Source: an optimization exercise on an open RTL-to-GDS flow (aim: small area and a short achievable clock period). Production flows keep margins and buffers that such runs may drop. Function was checked by simulation only, so behaviour that the tests miss may differ from the original.

## job 101
## matrix_multiplication
module matrix_multiplication (
    input clk,
    input reset,
    input start,
    input [127:0] A,
    input [127:0] B,
    output reg [127:0] C,
    output reg done
);
    wire one1 = B[0];
    wire two2 = B[1] & ~B[0];
    wire one3 = B[2] ^ B[1];
    wire two4 = (B[3] ^ B[2]) & ~(B[2] ^ B[1]);
    wire one5 = B[4] ^ B[3];
    wire two6 = (B[5] ^ B[4]) & ~(B[4] ^ B[3]);
    wire one7 = B[6] ^ B[5];
    wire two8 = (B[7] ^ B[6]) & ~(B[6] ^ B[5]);
    wire one9 = B[8] ^ B[7];
    wire two10 = (B[9] ^ B[8]) & ~(B[8] ^ B[7]);
    wire one11 = B[10] ^ B[9];
    wire two12 = (B[11] ^ B[10]) & ~(B[10] ^ B[9]);
    wire one13 = B[12] ^ B[11];
    wire two14 = (B[13] ^ B[12]) & ~(B[12] ^ B[11]);
    wire one15 = B[14] ^ B[13];
    wire two16 = (B[15] ^ B[14]) & ~(B[14] ^ B[13]);
    wire one17 = B[16] ^ B[15];
    wire two18 = (B[17] ^ B[16]) & ~(B[16] ^ B[15]);
    wire one19 = B[18] ^ B[17];
    wire two20 = (B[19] ^ B[18]) & ~(B[18] ^ B[17]);
    wire one21 = B[20] ^ B[19];
    wire two22 = (B[21] ^ B[20]) & ~(B[20] ^ B[19]);
    wire one23 = B[22] ^ B[21];
    wire two24 = (B[23] ^ B[22]) & ~(B[22] ^ B[21]);
  ...
For scale: ~390 I/O pins, about 85000 µm² of cells after synthesis.
export LEC_CHECK = 0
export CAP_MARGIN = 0
export CORE_MARGIN = 2
export CORE_UTILIZATION = 40
export SLEW_MARGIN = 0
export SYNTH_HIERARCHICAL = 1
create_clock -name core_clock -period 11.0 [get_ports {clk}]
standard.sh (not shown) runs the stock make flow with config.mk's settings and CLKGATE_MAP_FILE= SYNTH_SCRIPT=/design/flow/synth_recipe.tcl, a recipe that flattens the netlist after the stock synthesis.
==> flow/flow/run.sh <==
#!/bin/bash
# Standard synthesis, then a drive-strength pass on the netlist, then the
# standard layout steps; flow/extra.args holds the make settings for them
# (@HERE@ stands for this work folder).
set -euo pipefail
HERE=$(pwd)
R=$HERE/orfs/results/sky130hd/matrix_multiplication/base
EXTRA=()
if [[ -f flow/extra.args ]]; then
  while read -r line; do [[ -n "$line" ]] && EXTRA+=("${line//@HERE@/$HERE}"); done < flow/extra.args
fi
bash standard.sh synth > "$HERE/log_1_synth.txt" 2>&1
cp "$R/1_2_yosys.v" "$HERE/synth_standard.v"
python3 flow/resize.py "$R/1_2_yosys.v" > "$HERE/log_1_resize.txt" 2>&1
rm -f "$R/1_synth.odb" "$R/1_synth.sdc"
bash standard.sh "${EXTRA[@]}" finish > "$HERE/log_2_layout.txt" 2>&1
==> flow/flow/extra.args <==
DONT_BUFFER_PORTS=1
PRE_GLOBAL_PLACE_TCL=@HERE@/flow/pre_gpl.tcl
POST_GLOBAL_PLACE_TCL=@HERE@/flow/post_gpl.tcl
REMOVE_ABC_BUFFERS=1
SETUP_SLACK_MARGIN=3
==> flow/flow/post_gpl.tcl <==
# Let the later steps size the port buffers like any other cell.
foreach inst $::my_port_bufs { unset_dont_touch $inst }
==> flow/flow/pre_gpl.tcl <==
# Port buffers: a strong one on each input (the inputs fan out widely) and
# a small one on each output. Synthesis buffers are removed first, as the
# standard step does before it buffers the ports; the port buffers are then
# kept through that step's remove_buffers and freed for sizing afterwards.
remove_buffers
buffer_ports -inputs -buffer_cell sky130_fd_sc_hd__buf_4
buffer_ports -outputs -buffer_cell sky130_fd_sc_hd__buf_1
set ::my_port_bufs {}
foreach inst [get_cells -quiet {input* output*}] {
  lappend ::my_port_bufs $inst
  set_dont_touch $inst
}
puts "port buffers kept: [llength $::my_port_bufs]"
==> flow/flow/resize.py <==
#!/usr/bin/env python3
"""Drive-strength pass on the synthesized netlist: cells that synthesis
picked at a larger drive than their loads need are set to the _1 size.
Only the cell's size changes; its function and pins stay the same."""
import re
import sys

SWAP = {
    'sky130_fd_sc_hd__a22oi_2': 'sky130_fd_sc_hd__a22oi_1',
    'sky130_fd_sc_hd__mux2_2': 'sky130_fd_sc_hd__mux2_1',
    'sky130_fd_sc_hd__a21oi_2': 'sky130_fd_sc_hd__a21oi_1',
}
path = sys.argv[1]
text = open(path).read()
counts = {}


def sub(m):
    counts[m.group(1)] = counts.get(m.group(1), 0) + 1
    return SWAP[m.group(1)] + m.group(2)


pat = re.compile(r'\b(' + '|'.join(re.escape(k) for k in SWAP) + r')(\s+[^\s(]+\s*\()')
text = pat.sub(sub, text)
open(path, 'w').write(text)
for k, v in sorted(counts.items()):
    print(f'{k} -> {SWAP[k]}: {v}')
Changes in job 102 relative to job 101:
- swapping 40 for 50 in CORE_UTILIZATION
-- flow/flow/extra.args --
<<< job 101, line 4
REMOVE_ABC_BUFFERS=1
SETUP_SLACK_MARGIN=3
>>> job 102, line 4
REMOVE_ABC_BUFFERS=1
SETUP_SLACK_MARGIN=3
SKIP_INCREMENTAL_REPAIR=1
Job 102: done, clean on timing, DRC and antenna. Job 102: global router's overall resource usage higher than job 101. met2 global-route usage was higher in the run labelled job 102. Job 102 gives less worst slew slack as a fraction of its limit than job 101 did.
Setup changes, job 102 to job 103
- CORE_UTILIZATION changed from 50 to 40
==> flow/flow/run.sh <==
#!/bin/bash
# Standard synthesis, then a drive-strength pass on the netlist, then the
# standard layout steps; flow/extra.args holds the make settings for them.
set -euo pipefail
HERE=$(pwd)
R=$HERE/orfs/results/sky130hd/matrix_multiplication/base
EXTRA=()
if [[ -f flow/extra.args ]]; then
  while read -r line; do [[ -n "$line" ]] && EXTRA+=("$line"); done < flow/extra.args
fi
bash standard.sh synth > "$HERE/log_1_synth.txt" 2>&1
cp "$R/1_2_yosys.v" "$HERE/synth_standard.v"
python3 flow/resize.py "$R/1_2_yosys.v" > "$HERE/log_1_resize.txt" 2>&1
rm -f "$R/1_synth.odb" "$R/1_synth.sdc"
bash standard.sh "${EXTRA[@]}" finish > "$HERE/log_2_layout.txt" 2>&1
-- flow/flow/extra.args --
<<< job 102, line 4
REMOVE_ABC_BUFFERS=1
SETUP_SLACK_MARGIN=3
SKIP_INCREMENTAL_REPAIR=1
>>> job 103, line 4
REMOVE_ABC_BUFFERS=1
SETUP_SLACK_MARGIN=3
[summary]
- Compared with job 102, job 103 shows a higher horizontal die dimension.
- Number of top-level design ports: job 102 vs job 103 identical
- Job 102 -> job 103: synthesized instance count delta 0, exact match
- Job 103 got as far as global placement (3_3_place_gp), where a tool error ended the run.
- From job 102 to job 103, netlist area before placement did not move at all.
- Starting density of the core for job 103: 10 points down relative to job 102
- Taking job 103 as 1.0, job 102 lands at 0.893 on row count.
- Delta (job 103 minus job 102): die boundary height has increased, number of buffers inserted by port buffering decreased 387, average cell area after synthesis did not really move.
Here is what was changed in the inputs of job 104 compared with job 103.
==> flow/flow/run.sh <==
#!/bin/bash
# Standard synthesis, then a drive-strength pass on the netlist, then the
# standard layout steps; flow/extra.args holds the make settings for them
# (@HERE@ stands for this work folder).
set -euo pipefail
HERE=$(pwd)
R=$HERE/orfs/results/sky130hd/matrix_multiplication/base
EXTRA=()
if [[ -f flow/extra.args ]]; then
  while read -r line; do [[ -n "$line" ]] && EXTRA+=("${line//@HERE@/$HERE}"); done < flow/extra.args
fi
bash standard.sh synth > "$HERE/log_1_synth.txt" 2>&1
cp "$R/1_2_yosys.v" "$HERE/synth_standard.v"
python3 flow/resize.py "$R/1_2_yosys.v" > "$HERE/log_1_resize.txt" 2>&1
rm -f "$R/1_synth.odb" "$R/1_synth.sdc"
bash standard.sh "${EXTRA[@]}" finish > "$HERE/log_2_layout.txt" 2>&1
-- flow/flow/extra.args --
<<< job 103, line 4
REMOVE_ABC_BUFFERS=1
SETUP_SLACK_MARGIN=3
>>> job 104, line 4
REMOVE_ABC_BUFFERS=1
SETUP_SLACK_MARGIN=3
SKIP_INCREMENTAL_REPAIR=1
==> comparison <==
- Status for job 103 and job 104: clean finish in job 104 only
- Delta(number of I/O port buffers, job 104 - job 103) > 0
- As far as number of placement rows goes, job 103 and job 104 are indistinguishable; the numbers are identical.
- Job 104 -> job 103: synthesized area delta 0, exact match
- | gate count of the mapped netlist | job 103 vs job 104 | ≈ equal |
Input changes introduced in job 105 (baseline for comparison: job 104):
- swapping 0 for 20 in CAP_MARGIN
- swapping 0 for 20 in SLEW_MARGIN
==> flow/flow/run.sh <==
#!/bin/bash
# Standard synthesis, then a drive-strength pass on the netlist, then the
# standard layout steps with small port buffers.
set -euo pipefail
HERE=$(pwd)
R=$HERE/orfs/results/sky130hd/matrix_multiplication/base
EXTRA=()
if [[ -f flow/extra.args ]]; then
  while read -r line; do [[ -n "$line" ]] && EXTRA+=("$line"); done < flow/extra.args
fi
bash standard.sh synth > "$HERE/log_1_synth.txt" 2>&1
cp "$R/1_2_yosys.v" "$HERE/synth_standard.v"
python3 flow/resize.py "$R/1_2_yosys.v" > "$HERE/log_1_resize.txt" 2>&1
rm -f "$R/1_synth.odb" "$R/1_synth.sdc"
bash standard.sh "${EXTRA[@]}" finish > "$HERE/log_2_layout.txt" 2>&1
==> flow/flow/extra.args <==
BUFFER_PORTS_ARGS=-buffer_cell sky130_fd_sc_hd__buf_2
SETUP_SLACK_MARGIN=3
removed: flow/flow/post_gpl.tcl
removed: flow/flow/pre_gpl.tcl
==> run summary <==
On relative area of clock buffers and inverters in the final design, job 104 tracks job 105 almost exactly. Top achievable clock speed: job 105 and job 104 compared, higher one is job 105. Compared with job 104, in job 105 routed metal-1 wire length went up about 4%, number of fillers in the final layout shows a reduction of 567, amount of wire on met3 after detailed routing +about 11%. Looking at share of cells above drive strength 1, job 105 sits 8.6 points above job 104. The core of job 105 is more densely filled than that of job 104.

## afterwards: timing with drivers on the ports
Ports are ideal in the flow. The routed layouts listed here were re-timed in OpenROAD. Step 1, drivers: a clkbuf_16 drives clk and a buf_2 each remaining input, both assumed. Step 2, shift: input delay + t, output delay - t, t = (earliest + latest rising clock arrival at the registers) / 2. This alone moves slack from input paths to output paths. a / b / c = ideal ports / drivers / drivers and shift; a / b = the first two.
run	t, ns	slack for setup (ns)	worst setup path at the end	latest minus earliest clock arrival (ns)	pins driven straight from the clock port
job 101	0.641	2.878 / 2.603 / 1.963	input to register	0.040 / 0.041	1
job 102	0.618	2.737 / 2.447 / 1.829	input to register	0.028 / 0.028	1
job 104	0.641	2.703 / 2.501 / 1.860	input to register	0.039 / 0.039	1
job 105	0.629	2.883 / 2.632 / 2.003	input to register	0.039 / 0.039	1
After both steps setup and hold are still met in every run listed. The setup slack of job 101, which loses most, moves by -0.275 ns with the drivers and by -0.915 ns with both steps.
